From an optimization exercise on the open Yosys and OpenROAD flow, aimed at small area and a short achievable clock period; shortcuts taken in it are not production practice.
RTL that was checked went through simulation tests only; none was proved equivalent to the original.
Power figures rest on the tool's default switching activity, not on a simulated workload.

==> 11-09: inputs <==
// mac
module mac(
    input [15:0] x1,
    input [15:0] x2,
    input clk,
    input rst,
    input en,
    output [39:0] y
    );
==> flow/config.mk <==
export PLATFORM = sky130hd
export DESIGN_NAME = mac
export DESIGN_NICKNAME = mac
export VERILOG_FILES = /design/flow/design.v
export SDC_FILE = /design/flow/constraint.sdc
export NUM_CORES = 4
export LEC_CHECK = 0
export ABC_AREA = 1
export CAP_MARGIN = 20
export CORE_MARGIN = 2
export CORE_UTILIZATION = 40
export SETUP_SLACK_MARGIN = 5
export SLEW_MARGIN = 20
export SYNTH_HIERARCHICAL = 1
==> flow/constraint.sdc <==
create_clock -name core_clock -period 12.0 [get_ports {clk}]
set_input_delay 2.4000 -clock core_clock [delete_from_list [all_inputs] [get_ports {clk}]]
set_output_delay 2.4000 -clock core_clock [all_outputs]
set_load 0.01 [all_outputs]
run.sh (not shown) runs the stock make flow with config.mk's settings and CLKGATE_MAP_FILE= SYNTH_SCRIPT=/design/flow/synth_recipe.tcl, a recipe that flattens the netlist after the stock synthesis.
==> 12-11 (differences from 11-09) <==
--- a/flow/design.v
+++ b/flow/design.v
@@ -53,11 +53,11 @@
     input rst,
     input en,
     output [39:0] y
     );
 reg [39:0] S;
-reg [39:4] C;
+reg [39:0] C;
 wire s1;
 wire c2;
 wire s3;
 wire c4;
 wire s5;
@@ -566,16 +566,16 @@
 wire pp7_12 = ((one7 & x1[12]) | (two7 & x1[11])) ^ neg7;
 wire pp7_13 = ((one7 & x1[13]) | (two7 & x1[12])) ^ neg7;
 wire pp7_14 = ((one7 & x1[14]) | (two7 & x1[13])) ^ neg7;
 wire pp7_15 = ((one7 & x1[15]) | (two7 & x1[14])) ^ neg7;
 wire pp7_16 = ~(((one7 & x1[15]) | (two7 & x1[15])) ^ neg7);
-fa_cell fs1 (.a(S[0]), .b(neg0), .c(pp0_0), .s(s1), .co(c2));
-fa_cell fs3 (.a(S[1]), .b(pp0_1), .c(c2), .s(s3), .co(c4));
-fa_cell fs5 (.a(S[2]), .b(neg1), .c(pp0_2), .s(s5), .co(c6));
-fa_cell fs7 (.a(pp1_0), .b(s5), .c(c4), .s(s7), .co(c8));
-fa_cell fs9 (.a(S[3]), .b(pp0_3), .c(pp1_1), .s(s9), .co(c10));
-fa_cell fs11 (.a(c6), .b(s9), .c(c8), .s(s11), .co(c12));
+fa_cell fs1 (.a(S[0]), .b(C[0]), .c(neg0), .s(s1), .co(c2));
+fa_cell fs3 (.a(S[1]), .b(C[1]), .c(pp0_1), .s(s3), .co(c4));
+fa_cell fs5 (.a(S[2]), .b(C[2]), .c(neg1), .s(s5), .co(c6));
+fa_cell fs7 (.a(pp0_2), .b(pp1_0), .c(s5), .s(s7), .co(c8));
+fa_cell fs9 (.a(S[3]), .b(C[3]), .c(pp0_3), .s(s9), .co(c10));
+fa_cell fs11 (.a(pp1_1), .b(c6), .c(c8), .s(s11), .co(c12));
 fa_cell fs13 (.a(S[4]), .b(C[4]), .c(neg2), .s(s13), .co(c14));
 fa_cell fs15 (.a(pp0_4), .b(pp1_2), .c(pp2_0), .s(s15), .co(c16));
 fa_cell fs17 (.a(s13), .b(c10), .c(s15), .s(s17), .co(c18));
 fa_cell fs19 (.a(S[5]), .b(C[5]), .c(pp0_5), .s(s19), .co(c20));
 fa_cell fs21 (.a(pp1_3), .b(pp2_1), .c(c14), .s(s21), .co(c22));
@@ -759,23 +759,22 @@
 assign c346 = S[38] | C[38];
 ha_cell hs347 (.a(c342), .b(s345), .s(s347), .co(c348));
 assign s349 = ~(S[39] ^ C[39]);
 assign c350 = S[39] | C[39];
 fa_cell fs351 (.a(c346), .b(s349), .c(c348), .s(s351), .co(c352));
-wire [39:0] Sn = {s351, c344, s343, c336, s335, c328, s327, c320, c316, c312, c306, c300, c292, c284, c274, c264, c252, c240, c226, c212, c196, c180, c162, s161, c128, c112, c98, c84, c72, c60, c50, c40, c32, s29, c18, c12, s11, s7, s3, s1};
-wire [39:4] Cn = {1'b0, s347, 1'b0, s339, 1'b0, s331, 1'b0, s323, s319, s315, s311, s305, s299, s291, s283, s273, s263, s251, s239, s225, s211, s195, s179, 1'b0, s143, s127, s111, s97, s83, s71, s59, s49, s39, s31, s23, s17};
+wire [39:0] Sn = {s351, c344, s343, c336, s335, c328, s327, c320, c316, c312, c306, c300, c292, c284, c274, c264, c252, c240, c226, c212, c196, c180, c162, s161, c128, c112, c98, c84, c72, c60, c50, c40, c32, s29, c18, c12, s9, c4, c2, pp0_0};
+wire [39:0] Cn = {1'b0, s347, 1'b0, s339, 1'b0, s331, 1'b0, s323, s319, s315, s311, s305, s299, s291, s283, s273, s263, s251, s239, s225, s211, s195, s179, 1'b0, s143, s127, s111, s97, s83, s71, s59, s49, s39, s31, s23, s17, s11, s7, s3, s1};
 always @(posedge clk or posedge rst)
   if (rst) begin
     S <= 40'd0;
-    C <= 36'd0;
+    C <= 40'd0;
   end else begin
     S <= Sn;
     C <= Cn;
   end
-assign y[3:0] = S[3:0];
-wire [35:0] ya = S[39:4], yb = C[39:4];
-wire [35:0] p0 = ya ^ yb, g0 = ya & yb;
+wire [39:0] ya = S[39:0], yb = C[39:0];
+wire [39:0] p0 = ya ^ yb, g0 = ya & yb;
 wire bg0_1 = g0[1] | (p0[1] & g0[0]);
 wire bp0_1 = p0[1] & p0[0];
 wire bg0_3 = g0[3] | (p0[3] & g0[2]);
 wire bp0_3 = p0[3] & p0[2];
 wire bg0_5 = g0[5] | (p0[5] & g0[4]);
@@ -808,10 +807,14 @@
 wire bp0_31 = p0[31] & p0[30];
 wire bg0_33 = g0[33] | (p0[33] & g0[32]);
 wire bp0_33 = p0[33] & p0[32];
 wire bg0_35 = g0[35] | (p0[35] & g0[34]);
 wire bp0_35 = p0[35] & p0[34];
+wire bg0_37 = g0[37] | (p0[37] & g0[36]);
+wire bp0_37 = p0[37] & p0[36];
+wire bg0_39 = g0[39] | (p0[39] & g0[38]);
+wire bp0_39 = p0[39] & p0[38];
 wire bg1_3 = bg0_3 | (bp0_3 & bg0_1);
 wire bp1_3 = bp0_3 & bp0_1;
 wire bg1_7 = bg0_7 | (bp0_7 & bg0_5);
 wire bp1_7 = bp0_7 & bp0_5;
 wire bg1_11 = bg0_11 | (bp0_11 & bg0_9);
@@ -826,26 +829,32 @@
 wire bp1_27 = bp0_27 & bp0_25;
 wire bg1_31 = bg0_31 | (bp0_31 & bg0_29);
 wire bp1_31 = bp0_31 & bp0_29;
 wire bg1_35 = bg0_35 | (bp0_35 & bg0_33);
 wire bp1_35 = bp0_35 & bp0_33;
+wire bg1_39 = bg0_39 | (bp0_39 & bg0_37);
+wire bp1_39 = bp0_39 & bp0_37;
 wire bg2_7 = bg1_7 | (bp1_7 & bg1_3);
 wire bp2_7 = bp1_7 & bp1_3;
 wire bg2_15 = bg1_15 | (bp1_15 & bg1_11);
 wire bp2_15 = bp1_15 & bp1_11;
 wire bg2_23 = bg1_23 | (bp1_23 & bg1_19);
 wire bp2_23 = bp1_23 & bp1_19;
 wire bg2_31 = bg1_31 | (bp1_31 & bg1_27);
 wire bp2_31 = bp1_31 & bp1_27;
+wire bg2_39 = bg1_39 | (bp1_39 & bg1_35);
+wire bp2_39 = bp1_39 & bp1_35;
 wire bg3_15 = bg2_15 | (bp2_15 & bg2_7);
 wire bp3_15 = bp2_15 & bp2_7;
 wire bg3_31 = bg2_31 | (bp2_31 & bg2_23);
 wire bp3_31 = bp2_31 & bp2_23;
 wire bg4_31 = bg3_31 | (bp3_31 & bg3_15);
 wire bp4_31 = bp3_31 & bp3_15;
 wire bg8_23 = bg2_23 | (bp2_23 & bg3_15);
 wire bp8_23 = bp2_23 & bp3_15;
+wire bg8_39 = bg2_39 | (bp2_39 & bg4_31);
+wire bp8_39 = bp2_39 & bp4_31;
 wire bg9_11 = bg1_11 | (bp1_11 & bg2_7);
 wire bp9_11 = bp1_11 & bp2_7;
 wire bg9_19 = bg1_19 | (bp1_19 & bg3_15);
 wire bp9_19 = bp1_19 & bp3_15;
 wire bg9_27 = bg1_27 | (bp1_27 & bg8_23);
@@ -866,10 +875,12 @@
 wire bp10_25 = bp0_25 & bp8_23;
 wire bg10_29 = bg0_29 | (bp0_29 & bg9_27);
 wire bp10_29 = bp0_29 & bp9_27;
 wire bg10_33 = bg0_33 | (bp0_33 & bg4_31);
 wire bp10_33 = bp0_33 & bp4_31;
+wire bg10_37 = bg0_37 | (bp0_37 & bg9_35);
+wire bp10_37 = bp0_37 & bp9_35;
 wire bg11_2 = g0[2] | (p0[2] & bg0_1);
 wire bp11_2 = p0[2] & bp0_1;
 wire bg11_4 = g0[4] | (p0[4] & bg1_3);
 wire bp11_4 = p0[4] & bp1_3;
 wire bg11_6 = g0[6] | (p0[6] & bg10_5);
@@ -900,8 +911,12 @@
 wire bp11_30 = p0[30] & bp10_29;
 wire bg11_32 = g0[32] | (p0[32] & bg4_31);
 wire bp11_32 = p0[32] & bp4_31;
 wire bg11_34 = g0[34] | (p0[34] & bg10_33);
 wire bp11_34 = p0[34] & bp10_33;
-wire [35:0] cy = {bg11_34, bg10_33, bg11_32, bg4_31, bg11_30, bg10_29, bg11_28, bg9_27, bg11_26, bg10_25, bg11_24, bg8_23, bg11_22, bg10_21, bg11_20, bg9_19, bg11_18, bg10_17, bg11_16, bg3_15, bg11_14, bg10_13, bg11_12, bg9_11, bg11_10, bg10_9, bg11_8, bg2_7, bg11_6, bg10_5, bg11_4, bg1_3, bg11_2, bg0_1, g0[0], 1'b0};
-assign y[39:4] = p0 ^ cy;
+wire bg11_36 = g0[36] | (p0[36] & bg9_35);
+wire bp11_36 = p0[36] & bp9_35;
+wire bg11_38 = g0[38] | (p0[38] & bg10_37);
+wire bp11_38 = p0[38] & bp10_37;
+wire [39:0] cy = {bg11_38, bg10_37, bg11_36, bg9_35, bg11_34, bg10_33, bg11_32, bg4_31, bg11_30, bg10_29, bg11_28, bg9_27, bg11_26, bg10_25, bg11_24, bg8_23, bg11_22, bg10_21, bg11_20, bg9_19, bg11_18, bg10_17, bg11_16, bg3_15, bg11_14, bg10_13, bg11_12, bg9_11, bg11_10, bg10_9, bg11_8, bg2_7, bg11_6, bg10_5, bg11_4, bg1_3, bg11_2, bg0_1, g0[0], 1'b0};
+assign y[39:0] = p0 ^ cy;
 endmodule
==> flow/flow/run.sh (new file) <==
#!/bin/bash
MARGIN=${MARGIN:-6}
bash standard.sh SETUP_SLACK_MARGIN=$MARGIN finish > standard.log 2>&1
==> flow/standard.sh (new file) <==
#!/bin/bash
# synth_recipe.tcl (not shown) runs the flow's synth.tcl, then flattens the netlist and writes it again
# the make line also repeats each setting of config.mk as NAME=value (left out here)
make -C /OpenROAD-flow-scripts/flow DESIGN_CONFIG=/design/flow/config.mk WORK_HOME=/design/flow/orfs CLKGATE_MAP_FILE= SYNTH_SCRIPT=/design/flow/synth_recipe.tcl "${@:-finish}"
removed: flow/run.sh
==> 06-22 (differences from 11-09) <==
--- a/flow/design.v
+++ b/flow/design.v
@@ -53,11 +53,11 @@
     input rst,
     input en,
     output [39:0] y
     );
 reg [39:0] S;
-reg [39:4] C;
+reg [39:0] C;
 wire s1;
 wire c2;
 wire s3;
 wire c4;
 wire s5;
@@ -566,16 +566,16 @@
 wire pp7_12 = ((one7 & x1[12]) | (two7 & x1[11])) ^ neg7;
 wire pp7_13 = ((one7 & x1[13]) | (two7 & x1[12])) ^ neg7;
 wire pp7_14 = ((one7 & x1[14]) | (two7 & x1[13])) ^ neg7;
 wire pp7_15 = ((one7 & x1[15]) | (two7 & x1[14])) ^ neg7;
 wire pp7_16 = ~(((one7 & x1[15]) | (two7 & x1[15])) ^ neg7);
-fa_cell fs1 (.a(S[0]), .b(neg0), .c(pp0_0), .s(s1), .co(c2));
-fa_cell fs3 (.a(S[1]), .b(pp0_1), .c(c2), .s(s3), .co(c4));
-fa_cell fs5 (.a(S[2]), .b(neg1), .c(pp0_2), .s(s5), .co(c6));
-fa_cell fs7 (.a(pp1_0), .b(s5), .c(c4), .s(s7), .co(c8));
-fa_cell fs9 (.a(S[3]), .b(pp0_3), .c(pp1_1), .s(s9), .co(c10));
-fa_cell fs11 (.a(c6), .b(s9), .c(c8), .s(s11), .co(c12));
+fa_cell fs1 (.a(S[0]), .b(C[0]), .c(neg0), .s(s1), .co(c2));
+fa_cell fs3 (.a(S[1]), .b(C[1]), .c(pp0_1), .s(s3), .co(c4));
+fa_cell fs5 (.a(S[2]), .b(C[2]), .c(neg1), .s(s5), .co(c6));
+fa_cell fs7 (.a(pp0_2), .b(pp1_0), .c(s5), .s(s7), .co(c8));
+fa_cell fs9 (.a(S[3]), .b(C[3]), .c(pp0_3), .s(s9), .co(c10));
+fa_cell fs11 (.a(pp1_1), .b(c6), .c(c8), .s(s11), .co(c12));
 fa_cell fs13 (.a(S[4]), .b(C[4]), .c(neg2), .s(s13), .co(c14));
 fa_cell fs15 (.a(pp0_4), .b(pp1_2), .c(pp2_0), .s(s15), .co(c16));
 fa_cell fs17 (.a(s13), .b(c10), .c(s15), .s(s17), .co(c18));
 fa_cell fs19 (.a(S[5]), .b(C[5]), .c(pp0_5), .s(s19), .co(c20));
 fa_cell fs21 (.a(pp1_3), .b(pp2_1), .c(c14), .s(s21), .co(c22));
@@ -759,23 +759,22 @@
 assign c346 = S[38] | C[38];
 ha_cell hs347 (.a(c342), .b(s345), .s(s347), .co(c348));
 assign s349 = ~(S[39] ^ C[39]);
 assign c350 = S[39] | C[39];
 fa_cell fs351 (.a(c346), .b(s349), .c(c348), .s(s351), .co(c352));
-wire [39:0] Sn = {s351, c344, s343, c336, s335, c328, s327, c320, c316, c312, c306, c300, c292, c284, c274, c264, c252, c240, c226, c212, c196, c180, c162, s161, c128, c112, c98, c84, c72, c60, c50, c40, c32, s29, c18, c12, s11, s7, s3, s1};
-wire [39:4] Cn = {1'b0, s347, 1'b0, s339, 1'b0, s331, 1'b0, s323, s319, s315, s311, s305, s299, s291, s283, s273, s263, s251, s239, s225, s211, s195, s179, 1'b0, s143, s127, s111, s97, s83, s71, s59, s49, s39, s31, s23, s17};
+wire [39:0] Sn = {s351, c344, s343, c336, s335, c328, s327, c320, c316, c312, c306, c300, c292, c284, c274, c264, c252, c240, c226, c212, c196, c180, c162, s161, c128, c112, c98, c84, c72, c60, c50, c40, c32, s29, c18, c12, s9, c4, c2, pp0_0};
+wire [39:0] Cn = {1'b0, s347, 1'b0, s339, 1'b0, s331, 1'b0, s323, s319, s315, s311, s305, s299, s291, s283, s273, s263, s251, s239, s225, s211, s195, s179, 1'b0, s143, s127, s111, s97, s83, s71, s59, s49, s39, s31, s23, s17, s11, s7, s3, s1};
 always @(posedge clk or posedge rst)
   if (rst) begin
     S <= 40'd0;
-    C <= 36'd0;
+    C <= 40'd0;
   end else begin
     S <= Sn;
     C <= Cn;
   end
-assign y[3:0] = S[3:0];
-wire [35:0] ya = S[39:4], yb = C[39:4];
-wire [35:0] p0 = ya ^ yb, g0 = ya & yb;
+wire [39:0] ya = S[39:0], yb = C[39:0];
+wire [39:0] p0 = ya ^ yb, g0 = ya & yb;
 wire bg0_1 = g0[1] | (p0[1] & g0[0]);
 wire bp0_1 = p0[1] & p0[0];
 wire bg0_3 = g0[3] | (p0[3] & g0[2]);
 wire bp0_3 = p0[3] & p0[2];
 wire bg0_5 = g0[5] | (p0[5] & g0[4]);
@@ -808,10 +807,14 @@
 wire bp0_31 = p0[31] & p0[30];
 wire bg0_33 = g0[33] | (p0[33] & g0[32]);
 wire bp0_33 = p0[33] & p0[32];
 wire bg0_35 = g0[35] | (p0[35] & g0[34]);
 wire bp0_35 = p0[35] & p0[34];
+wire bg0_37 = g0[37] | (p0[37] & g0[36]);
+wire bp0_37 = p0[37] & p0[36];
+wire bg0_39 = g0[39] | (p0[39] & g0[38]);
+wire bp0_39 = p0[39] & p0[38];
 wire bg1_3 = bg0_3 | (bp0_3 & bg0_1);
 wire bp1_3 = bp0_3 & bp0_1;
 wire bg1_7 = bg0_7 | (bp0_7 & bg0_5);
 wire bp1_7 = bp0_7 & bp0_5;
 wire bg1_11 = bg0_11 | (bp0_11 & bg0_9);
@@ -826,26 +829,32 @@
 wire bp1_27 = bp0_27 & bp0_25;
 wire bg1_31 = bg0_31 | (bp0_31 & bg0_29);
 wire bp1_31 = bp0_31 & bp0_29;
 wire bg1_35 = bg0_35 | (bp0_35 & bg0_33);
 wire bp1_35 = bp0_35 & bp0_33;
+wire bg1_39 = bg0_39 | (bp0_39 & bg0_37);
+wire bp1_39 = bp0_39 & bp0_37;
 wire bg2_7 = bg1_7 | (bp1_7 & bg1_3);
 wire bp2_7 = bp1_7 & bp1_3;
 wire bg2_15 = bg1_15 | (bp1_15 & bg1_11);
 wire bp2_15 = bp1_15 & bp1_11;
 wire bg2_23 = bg1_23 | (bp1_23 & bg1_19);
 wire bp2_23 = bp1_23 & bp1_19;
 wire bg2_31 = bg1_31 | (bp1_31 & bg1_27);
 wire bp2_31 = bp1_31 & bp1_27;
+wire bg2_39 = bg1_39 | (bp1_39 & bg1_35);
+wire bp2_39 = bp1_39 & bp1_35;
 wire bg3_15 = bg2_15 | (bp2_15 & bg2_7);
 wire bp3_15 = bp2_15 & bp2_7;
 wire bg3_31 = bg2_31 | (bp2_31 & bg2_23);
 wire bp3_31 = bp2_31 & bp2_23;
 wire bg4_31 = bg3_31 | (bp3_31 & bg3_15);
 wire bp4_31 = bp3_31 & bp3_15;
 wire bg8_23 = bg2_23 | (bp2_23 & bg3_15);
 wire bp8_23 = bp2_23 & bp3_15;
+wire bg8_39 = bg2_39 | (bp2_39 & bg4_31);
+wire bp8_39 = bp2_39 & bp4_31;
 wire bg9_11 = bg1_11 | (bp1_11 & bg2_7);
 wire bp9_11 = bp1_11 & bp2_7;
 wire bg9_19 = bg1_19 | (bp1_19 & bg3_15);
 wire bp9_19 = bp1_19 & bp3_15;
 wire bg9_27 = bg1_27 | (bp1_27 & bg8_23);
@@ -866,10 +875,12 @@
 wire bp10_25 = bp0_25 & bp8_23;
 wire bg10_29 = bg0_29 | (bp0_29 & bg9_27);
 wire bp10_29 = bp0_29 & bp9_27;
 wire bg10_33 = bg0_33 | (bp0_33 & bg4_31);
 wire bp10_33 = bp0_33 & bp4_31;
+wire bg10_37 = bg0_37 | (bp0_37 & bg9_35);
+wire bp10_37 = bp0_37 & bp9_35;
 wire bg11_2 = g0[2] | (p0[2] & bg0_1);
 wire bp11_2 = p0[2] & bp0_1;
 wire bg11_4 = g0[4] | (p0[4] & bg1_3);
 wire bp11_4 = p0[4] & bp1_3;
 wire bg11_6 = g0[6] | (p0[6] & bg10_5);
@@ -900,8 +911,12 @@
 wire bp11_30 = p0[30] & bp10_29;
 wire bg11_32 = g0[32] | (p0[32] & bg4_31);
 wire bp11_32 = p0[32] & bp4_31;
 wire bg11_34 = g0[34] | (p0[34] & bg10_33);
 wire bp11_34 = p0[34] & bp10_33;
-wire [35:0] cy = {bg11_34, bg10_33, bg11_32, bg4_31, bg11_30, bg10_29, bg11_28, bg9_27, bg11_26, bg10_25, bg11_24, bg8_23, bg11_22, bg10_21, bg11_20, bg9_19, bg11_18, bg10_17, bg11_16, bg3_15, bg11_14, bg10_13, bg11_12, bg9_11, bg11_10, bg10_9, bg11_8, bg2_7, bg11_6, bg10_5, bg11_4, bg1_3, bg11_2, bg0_1, g0[0], 1'b0};
-assign y[39:4] = p0 ^ cy;
+wire bg11_36 = g0[36] | (p0[36] & bg9_35);
+wire bp11_36 = p0[36] & bp9_35;
+wire bg11_38 = g0[38] | (p0[38] & bg10_37);
+wire bp11_38 = p0[38] & bp10_37;
+wire [39:0] cy = {bg11_38, bg10_37, bg11_36, bg9_35, bg11_34, bg10_33, bg11_32, bg4_31, bg11_30, bg10_29, bg11_28, bg9_27, bg11_26, bg10_25, bg11_24, bg8_23, bg11_22, bg10_21, bg11_20, bg9_19, bg11_18, bg10_17, bg11_16, bg3_15, bg11_14, bg10_13, bg11_12, bg9_11, bg11_10, bg10_9, bg11_8, bg2_7, bg11_6, bg10_5, bg11_4, bg1_3, bg11_2, bg0_1, g0[0], 1'b0};
+assign y[39:0] = p0 ^ cy;
 endmodule
==> notes <==
- Design area, highest first: 12-11, 06-22, 11-09.
- Of 11-09 and 12-11, 11-09 has the higher worst hold slack (gap 0.028 ns).
- Via count, lowest first: 11-09, 06-22, 12-11.
- Of 11-09 and 12-11, 12-11 has the higher register-to-register slack (gap 0.03 ns).
- The highest wire length belongs to 12-11, the lowest to 06-22.
- Between 11-09 and 12-11, the lower worst setup slack is in 11-09 (gap 0.72 ns).
- In 12-11 the die area is higher than in 11-09, by 3.1%.
- In synthesized cell count, 12-11 and 06-22 do not differ.
==> figures <==
Run status: 06-22 timing/DRC/antenna clean; 11-09 timing/DRC/antenna clean; 12-11 timing/DRC/antenna clean
Count of routing violations after the opening detailed-route iteration: 06-22 446; 11-09 473; 12-11 492
Total stage count of the critical path: 06-22 13; 11-09 13; 12-11 11
HPWL reported at the end of detailed placement: 06-22 17,600 µm; 11-09 16,900 µm; 12-11 17,600 µm
Maximum number of pins on one net before global-route repair: 06-22 76; 11-09 72; 12-11 76
Fraction of final layout cells sized beyond drive strength 1: 06-22 6.08%; 11-09 6.61%; 12-11 14.5%
RSZ-0062 raised after global routing: 06-22 false; 11-09 false; 12-11 true
Compound-Gate Fraction of Synth Area: 06-22 10.3%; 11-09 10.8%; 12-11 10.3%
Share of total power in sequential cells: 06-22 16.0%; 11-09 15.8%; 12-11 15.9%
Post-Synth Simple-Gate Area: 06-22 6.54%; 11-09 5.81%; 12-11 6.54%
Min Clock Period, post-route: 06-22 6.60 ns; 11-09 6.64 ns; 12-11 5.93 ns
Die height: 06-22 160 µm; 11-09 158 µm; 12-11 160 µm
Non-clock inverters: 06-22 151; 11-09 138; 12-11 153
Buf+Inv Stages, Crit Path: 06-22 3; 11-09 3; 12-11 2
Number of vias per cell after detailed routing: 06-22 5.10; 11-09 5.08; 12-11 5.08
Number of iterations in the first detailed-routing pass: 06-22 6; 11-09 5; 12-11 5
Placement row count: 06-22 57; 11-09 56; 12-11 57
For 11-09, only the layout was checked, not whether the RTL still works.

## re-timing with driven ports
The results above use ideal ports. As a check the final layouts listed here were re-extracted and re-timed, cells and wires unchanged.
Step 1, drivers: a clkbuf_16 drives clk and a buf_2 each remaining input, both assumed.
Step 2, shift: input delay + t, output delay - t, t = (earliest + latest rising clock arrival at the registers) / 2. This alone moves slack from input paths to output paths.
Three values: ideal, step 1, step 2; two values: the first two.
| run | t, ns | setup WS [ns] | latest minus earliest clock arrival (ns) |
|---|---|---|---|
| 11-09 | 0.389 | 5.356 / 5.378 / 4.990 | 0.014 / 0.013 |
| 12-11 | 0.393 | 6.071 / 6.084 / 5.691 | 0.009 / 0.010 |
| 06-22 | 0.393 | 5.404 / 5.422 / 5.029 | 0.010 / 0.010 |
After both steps every run listed still meets setup and hold. The setup slack of 12-11, which loses most, moves by +0.013 ns with the drivers and by -0.380 ns with both steps.
